This design comes from an exercise in tuning for small area, a short achievable clock period and few clock cycles per item on the open sky130 flow, not from production work. At most, simulation tests tie the RTL to the original design; equivalence was not proved.

Setup of pine:
==> module div_step, before the edit <==
module div_step #(
    parameter R = 8,
    parameter L = 8,
    parameter M1 = 0
) (
    input  [R+L-1:0] rq,       
    input  [R-1:0]   dv,       
    input            qen,
    input            qinv,
    output [R+L-1:0] rq_next
);
    wire [R:0]   t    = rq[R+L-1:L-1];        
    wire [R+1:0] diff = {1'b0, t} + {2'b11, ~dv} + (M1 ? 1'b0 : 1'b1);    
    wire         ge   = ~diff[R+1];
    wire [R-1:0] rem  = ge ? diff[R-1:0] : t[R-1:0];
    assign rq_next = {rem, rq[L-2:0], (ge & qen) ^ qinv};
endmodule
==> module rgb2hsv_clk, before the edit <==
module rgb2hsv_clk (
    input pclk,
    input rst,  
    input enable,  
    input[23:0] RGB24,
    output[24:0] HSV25,
    output reg hsv_done
);
localparam LAST = 4'd10;
reg [23:0] rgb_q;
reg [3:0]  cnt;       
reg        c1, c2, c3, c10;    
reg [7:0]  vmax;      
reg [7:0]  dm1;       
reg [15:0] srq;       
reg [13:0] hrq;       
reg [1:0]  sel;       
reg        neg;       
reg        nz;        
always @(posedge pclk) begin
    rgb_q <= RGB24;
    c1  <= enable;
    c2  <= c1;
    c3  <= c2;
    c10 <= cnt == LAST - 4'd1;
    if (rst) begin
        cnt <= 4'd0;
        hsv_done <= 1'b0;
    end else begin
        if (enable)
            cnt <= 4'd1;
        else if (cnt == LAST)
            cnt <= 4'd0;
        else if (cnt != 4'd0)
            cnt <= cnt + 4'd1;
        hsv_done <= cnt == LAST;
    end
end
wire [7:0] r = rgb_q[23:16];
wire [7:0] g = rgb_q[15:8];
wire [7:0] b = rgb_q[7:0];
wire r_ge_g = r >= g;
wire r_ge_b = r >= b;
wire g_ge_b = g >= b;
wire rmax = r_ge_g & r_ge_b;
wire gmax = ~rmax & g_ge_b;
wire [7:0] mx  = rmax ? r : (gmax ? g : b);
wire [7:0] mid = rmax ? (g_ge_b ? g : b) : gmax ? (r_ge_b ? r : b) : (r_ge_g ? r : g);
wire [7:0] mn  = rmax ? (g_ge_b ? b : g) : gmax ? (r_ge_b ? b : r) : (r_ge_g ? g : r);
wire [1:0] f_sel = rmax ? 2'd0 : (gmax ? 2'd1 : 2'd2);
wire f_neg = rmax ? ~g_ge_b : gmax ? r_ge_b & (r != b) : ~r_ge_g;
wire [7:0] f_dm1 = vmax + ~srq[15:8];
wire [7:0] f_x   = srq[7:0] - srq[15:8];
wire [15:0] s_next;
div_step #(.R(8), .L(8)) u_s (.rq(srq), .dv(vmax), .qen(nz), .qinv(1'b0), .rq_next(s_next));
wire [13:0] h_next;
div_step #(.R(8), .L(6), .M1(1)) u_h (.rq(hrq), .dv(dm1), .qen(1'b1), .qinv(neg), .rq_next(h_next));
wire [13:0] h60 = {hrq[7:0], 6'd0} - {4'd0, hrq[7:0], 2'd0};
wire [5:0]  hq = hrq[5:0];
wire [8:0]  base = sel == 2'd0 ? (neg ? 9'd297 : 9'd0) :
                   sel == 2'd1 ? (neg ? 9'd57 : 9'd120) :
                                 (neg ? 9'd177 : 9'd240);
wire [8:0]  hue = base + {3'd0, hq};
always @(posedge pclk) begin
    if (c1) begin
        vmax <= mx;
        sel  <= f_sel;
        neg  <= f_neg;
        srq  <= {mn, mid};
    end else if (c2) begin
        dm1  <= f_dm1;
        nz   <= ~&f_dm1;
        srq  <= {f_dm1, ~f_dm1};
    end else begin
        srq <= s_next;
    end
    if (c2)
        hrq <= {6'd0, f_x};
    else if (c3)
        hrq <= h60;
    else if (c10)
        hrq <= {5'd0, hue};
    else
        hrq <= h_next;
end
assign HSV25 = {hrq[8:0], srq[7:0], vmax};
endmodule
==> flow/config.mk <==
export PLATFORM = sky130hd
export DESIGN_NAME = rgb2hsv_clk
export DESIGN_NICKNAME = rgb2hsv_clk
export VERILOG_FILES = /design/flow/design.v
export SDC_FILE = /design/flow/constraint.sdc
export NUM_CORES = 4
export LEC_CHECK = 0
export CAP_MARGIN = 20
export CORE_MARGIN = 2
export CORE_UTILIZATION = 40
export SETUP_SLACK_MARGIN = 5.0
export SLEW_MARGIN = 20
==> flow/constraint.sdc <==
create_clock -name core_clock -period 8.0 [get_ports {pclk}]
set_input_delay 1.6000 -clock core_clock [delete_from_list [all_inputs] [get_ports {pclk}]]
set_output_delay 1.6000 -clock core_clock [all_outputs]
set_load 0.01 [all_outputs]
run.sh (not shown) runs the stock make flow with config.mk's settings and CLKGATE_MAP_FILE= SYNTH_SCRIPT=/design/flow/synth_recipe.tcl, a recipe that flattens the netlist after the stock synthesis.
Testbench counts of pine, summed over its fixed seeds: cycles 28,792, items 2,400.
### pine -> maple
==> flow/design.v <==
module div_step #(
    parameter R = 8,
    parameter L = 8,
    parameter M1 = 0
) (
    input  [R+L-1:0] rq,       
    input  [R-1:0]   dv,       
    output [R+L-1:0] rq_next
);
    wire [R:0]   t    = rq[R+L-1:L-1];        
    wire [R+1:0] diff = {1'b0, t} + {2'b11, ~dv} + (M1 ? 1'b0 : 1'b1);    
    wire         ge   = ~diff[R+1];
    wire [R-1:0] rem  = ge ? diff[R-1:0] : t[R-1:0];
    assign rq_next = {rem, rq[L-2:0], ge};
endmodule
module rgb2hsv_clk (
    input pclk,
    input rst,  
    input enable,  
    input[23:0] RGB24,
    output[24:0] HSV25,
    output reg hsv_done
);
localparam LAST = 4'd9;
reg [23:0] rgb_q;
reg [3:0]  cnt;
reg [7:0]  vmax;      
reg [7:0]  dm1;       
reg [15:0] srq;       
reg [13:0] hrq;       
reg [1:0]  sel;       
reg        neg;       
always @(posedge pclk) begin
    rgb_q <= RGB24;
    if (rst) begin
        cnt <= 4'd0;
        hsv_done <= 1'b0;
    end else begin
        if (enable)
            cnt <= 4'd1;
        else if (cnt == LAST)
            cnt <= 4'd0;
        else if (cnt != 4'd0)
            cnt <= cnt + 4'd1;
        hsv_done <= cnt == LAST;
    end
end
wire [7:0] r = rgb_q[23:16];
wire [7:0] g = rgb_q[15:8];
wire [7:0] b = rgb_q[7:0];
wire r_ge_g = r >= g;
wire r_ge_b = r >= b;
wire g_ge_b = g >= b;
wire rmax = r_ge_g & r_ge_b;
wire gmax = ~rmax & g_ge_b;
wire [7:0] mx  = rmax ? r : (gmax ? g : b);
wire [7:0] mid = rmax ? (g_ge_b ? g : b) : gmax ? (r_ge_b ? r : b) : (r_ge_g ? r : g);
wire [7:0] mn  = rmax ? (g_ge_b ? b : g) : gmax ? (r_ge_b ? b : r) : (r_ge_g ? g : r);
wire [7:0] f_dm1 = mx + ~mn;
wire [7:0] f_x   = mid - mn;
wire [1:0] f_sel = rmax ? 2'd0 : (gmax ? 2'd1 : 2'd2);
wire f_neg = rmax ? ~g_ge_b : gmax ? r_ge_b & (r != b) : ~r_ge_g;
wire [15:0] s_next;
div_step #(.R(8), .L(8)) u_s (.rq(srq), .dv(vmax), .rq_next(s_next));
wire [13:0] h_next;
div_step #(.R(8), .L(6), .M1(1)) u_h (.rq(hrq), .dv(dm1), .rq_next(h_next));
wire [13:0] h60 = {hrq[7:0], 6'd0} - {4'd0, hrq[7:0], 2'd0};
wire [5:0]  hq = hrq[5:0];
wire [8:0]  base = sel == 2'd0 ? (neg ? 9'd360 : 9'd0) :
                   sel == 2'd1 ? 9'd120 : 9'd240;
wire [8:0]  hue = neg ? base - {3'd0, hq} : base + {3'd0, hq};
always @(posedge pclk) begin
    if (cnt == 4'd1) begin
        vmax <= mx;
        dm1  <= f_dm1;
        sel  <= f_sel;
        neg  <= f_neg;
        srq  <= {f_dm1, ~f_dm1};
        hrq  <= {6'd0, f_x};
    end else begin
        srq <= s_next;
        if (cnt == 4'd2)
            hrq <= h60;
        else if (cnt == LAST)
            hrq <= {5'd0, hue};
        else
            hrq <= h_next;
    end
end
wire nz = ~&dm1;
assign HSV25 = {hrq[8:0], srq[7:0] & {8{nz}}, vmax};
endmodule
==> results.txt <==
For pine, the first element of the critical path was vmax[3], unlike maple, where it was rgb_q[9].
NOTE: reg-to-reg setup timing slack in maple falls short of that of pine
Relative to pine, the final wirelength of maple is higher by 3300 microns.
Summary of maple over pine: total placed cells including tap cells moved up; count of port buffers added during placement level; area after synthesis moved up; clock-cell share of area moved down.
Between pine and maple, number of buffers outside the clock class in the layout increased.
Testbench counts of maple, summed over its fixed seeds: cycles 26,392, items 2,400.

## south
Another version of the RTL of rgb2hsv_clk (not shown whole).
Size in the first run: ~58 flip-flops, roughly 53 I/O pins, about 5900 um2 of cells after synthesis.
==> module rgb2hsv_clk, before the edit <==
module rgb2hsv_clk (
    input pclk,
    input rst,  
    input enable,  
    input[23:0] RGB24,
    output[24:0] HSV25,
    output reg hsv_done
);
localparam LAST = 4'd9;
reg [3:0]  cnt;       
reg        c1;        
reg        r_ge_g, r_ge_b, g_ge_b;    
reg [7:0]  vmax;      
reg [7:0]  dm1;       
reg [15:0] srq;       
reg [13:0] hrq;       
reg [1:0]  sel;       
reg        neg;       
always @(posedge pclk) begin
    c1 <= enable;
    r_ge_g <= RGB24[23:16] >= RGB24[15:8];
    r_ge_b <= RGB24[23:16] >= RGB24[7:0];
    g_ge_b <= RGB24[15:8] >= RGB24[7:0];
    if (rst) begin
        cnt <= 4'd0;
        hsv_done <= 1'b0;
    end else begin
        if (enable)
            cnt <= 4'd1;
        else if (cnt == LAST)
            cnt <= 4'd0;
        else if (cnt != 4'd0)
            cnt <= cnt + 4'd1;
        hsv_done <= cnt == LAST;
    end
end
wire [7:0] r = srq[15:8];
wire [7:0] g = srq[7:0];
wire [7:0] b = hrq[7:0];
wire rmax = r_ge_g & r_ge_b;
wire gmax = ~rmax & g_ge_b;
wire [7:0] mx  = rmax ? r : (gmax ? g : b);
wire [7:0] mid = rmax ? (g_ge_b ? g : b) : gmax ? (r_ge_b ? r : b) : (r_ge_g ? r : g);
wire [7:0] mn  = rmax ? (g_ge_b ? b : g) : gmax ? (r_ge_b ? b : r) : (r_ge_g ? g : r);
wire [1:0] f_sel = rmax ? 2'd0 : (gmax ? 2'd1 : 2'd2);
wire f_neg = rmax ? ~g_ge_b : gmax ? r_ge_b & (r != b) : ~r_ge_g;
wire [7:0] f_dm1 = mx + ~mn;
wire [7:0] f_x   = mid - mn;
wire nz = ~&dm1;
wire [15:0] s_next;
div_step #(.R(8), .L(8)) u_s (.rq(srq), .dv(vmax), .qen(nz), .qinv(1'b0), .rq_next(s_next));
wire [13:0] h_next;
div_step #(.R(8), .L(6), .M1(1)) u_h (.rq(hrq), .dv(dm1), .qen(1'b1), .qinv(neg), .rq_next(h_next));
wire [13:0] h60 = {hrq[7:0], 6'd0} - {4'd0, hrq[7:0], 2'd0};
wire [5:0]  hq = hrq[5:0];
wire [8:0]  base = sel == 2'd0 ? (neg ? 9'd297 : 9'd0) :
                   sel == 2'd1 ? (neg ? 9'd57 : 9'd120) :
                                 (neg ? 9'd177 : 9'd240);
wire [8:0]  hue = base + {3'd0, hq};
always @(posedge pclk) begin
    if (enable) begin
        srq  <= RGB24[23:8];
    end else if (c1) begin
        vmax <= mx;
        sel  <= f_sel;
        neg  <= f_neg;
        dm1  <= f_dm1;
        srq  <= {f_dm1, ~f_dm1};
    end else begin
        srq <= s_next;
    end
    if (enable)
        hrq <= {6'd0, RGB24[7:0]};
    else if (c1)
        hrq <= {6'd0, f_x};
    else if (cnt == 4'd2)
        hrq <= h60;
    else if (cnt == LAST)
        hrq <= {5'd0, hue};
    else
        hrq <= h_next;
end
assign HSV25 = {hrq[8:0], srq[7:0], vmax};
endmodule
clock: 8.0 ns
lec_check: 0
cap_margin: 20
core_margin: 2
core_utilization: 40
slew_margin: 20
standard.sh (not shown) runs the stock make flow with config.mk's settings and CLKGATE_MAP_FILE= SYNTH_SCRIPT=/design/flow/synth_recipe.tcl, a recipe that flattens the netlist after the stock synthesis.
==> flow/flow/run.sh <==
#!/bin/bash
# Layout flow: the standard ORFS flow, with the ORFS variables listed in
# flow/make_args.txt (one VAR=value per line) added to its make command line,
# e.g. a tighter SETUP_SLACK_MARGIN for the timing repair.  If flow/abc.script
# exists, synthesis uses it as ABC's mapping script; everything else, and
# every later step, is the standard flow.  Each step's full output goes to a
# log file in this folder; ORFS's own logs stay under orfs/logs.
set -euo pipefail
ARGS=()
while IFS= read -r line; do
  [[ -z "$line" || "$line" == \#* ]] && continue
  ARGS+=("$line")
done < flow/make_args.txt
if [[ -f flow/abc.script ]]; then
  mkdir -p scripts_abc
  for f in "$FLOW_HOME"/scripts/*; do ln -sf "$f" scripts_abc/; done
  rm -f scripts_abc/abc_speed.script
  cp flow/abc.script scripts_abc/abc_speed.script
  bash standard.sh SCRIPTS_DIR="$PWD/scripts_abc" "${ARGS[@]}" synth > synth.log 2>&1
fi
bash standard.sh "${ARGS[@]}" finish > finish.log 2>&1
==> flow/flow/make_args.txt <==
SETUP_SLACK_MARGIN=5.0
BUFFER_PORTS_ARGS=-buffer_cell sky130_fd_sc_hd__buf_1
CTS_BUF_LIST=sky130_fd_sc_hd__clkbuf_4 sky130_fd_sc_hd__clkbuf_8
Inputs modified between south and north:
--- a/flow/design.v
+++ b/flow/design.v
@@ -23,21 +23,19 @@
     output[24:0] HSV25,
     output reg hsv_done
 );
-localparam LAST = 4'd9;
+localparam LAST = 4'd10;
 reg [3:0]  cnt;       
-reg        c1;        
-reg        r_ge_g, r_ge_b, g_ge_b;    
+reg        c1, c2;    
 reg [7:0]  vmax;      
 reg [7:0]  dm1;       
 reg [15:0] srq;       
 reg [13:0] hrq;       
 reg [1:0]  sel;       
 reg        neg;       
+reg        nz;        
 always @(posedge pclk) begin
     c1 <= enable;
-    r_ge_g <= RGB24[23:16] >= RGB24[15:8];
-    r_ge_b <= RGB24[23:16] >= RGB24[7:0];
-    g_ge_b <= RGB24[15:8] >= RGB24[7:0];
+    c2 <= c1;
     if (rst) begin
         cnt <= 4'd0;
         hsv_done <= 1'b0;
@@ -54,6 +52,9 @@
 wire [7:0] r = srq[15:8];
 wire [7:0] g = srq[7:0];
 wire [7:0] b = hrq[7:0];
+wire r_ge_g = r >= g;
+wire r_ge_b = r >= b;
+wire g_ge_b = g >= b;
 wire rmax = r_ge_g & r_ge_b;
 wire gmax = ~rmax & g_ge_b;
 wire [7:0] mx  = rmax ? r : (gmax ? g : b);
@@ -61,9 +62,8 @@
 wire [7:0] mn  = rmax ? (g_ge_b ? b : g) : gmax ? (r_ge_b ? b : r) : (r_ge_g ? g : r);
 wire [1:0] f_sel = rmax ? 2'd0 : (gmax ? 2'd1 : 2'd2);
 wire f_neg = rmax ? ~g_ge_b : gmax ? r_ge_b & (r != b) : ~r_ge_g;
-wire [7:0] f_dm1 = mx + ~mn;
-wire [7:0] f_x   = mid - mn;
-wire nz = ~&dm1;
+wire [7:0] f_dm1 = vmax + ~srq[15:8];
+wire [7:0] f_x   = srq[7:0] - srq[15:8];
 wire [15:0] s_next;
 div_step #(.R(8), .L(8)) u_s (.rq(srq), .dv(vmax), .qen(nz), .qinv(1'b0), .rq_next(s_next));
 wire [13:0] h_next;
@@ -81,16 +81,19 @@
         vmax <= mx;
         sel  <= f_sel;
         neg  <= f_neg;
+        srq  <= {mn, mid};
+    end else if (c2) begin
         dm1  <= f_dm1;
+        nz   <= ~&f_dm1;
         srq  <= {f_dm1, ~f_dm1};
     end else begin
         srq <= s_next;
     end
     if (enable)
         hrq <= {6'd0, RGB24[7:0]};
-    else if (c1)
+    else if (c2)
         hrq <= {6'd0, f_x};
-    else if (cnt == 4'd2)
+    else if (cnt == 4'd3)
         hrq <= h60;
     else if (cnt == LAST)
         hrq <= {5'd0, hue};
[summary]
Against south, north reports a number of stages on the worst setup path that is lower.
Per the comparison of north with south, inverter count of the layout excluding clock inverters went down about 13%, part of the cycle the worst path needs went down 0.52 points.
Going from south to north, post-placement setup slack now smaller.
Of south and north, the lower number of placed instances with taps included belongs to north.
NOTE final area south->north decreased by a little under 10%
Of south and north, south shows the higher cell area after placement, with north below it.
Function was not checked in any run of this note: the RTL went through the layout flow alone.

what the ideal ports hide:
Ports are ideal in the flow. The routed layouts listed here were re-timed in OpenROAD. Step 1: set_driving_cell puts a clkbuf_16 on pclk and a buf_2 on each other input, an assumption about the parent block. Step 2 moves the port delays by t, midway between the first and last clock arrival at a register: inputs arrive t later, outputs are due t later. That takes back most of the time a late clock gives input paths. Three values: ideal ports, drivers, drivers and shift; two values: the first two.
run	shift t [ns]	setup WS [ns]	worst register clock-pin slew, ns	cell pins on the clock port's net
pine	0.394	5.023 / 4.981 / 5.187	0.07 / 0.07	1
maple	0.384	4.487 / 4.487 / 4.487	0.06 / 0.06	1
south	0.390	5.023 / 5.023 / 4.671	0.08 / 0.08	1
north	0.387	5.065 / 5.047 / 4.661	0.08 / 0.08	1
After both steps every run listed still meets setup and hold. The setup slack of north, which loses most, moves by -0.018 ns with the drivers and by -0.404 ns with both steps.
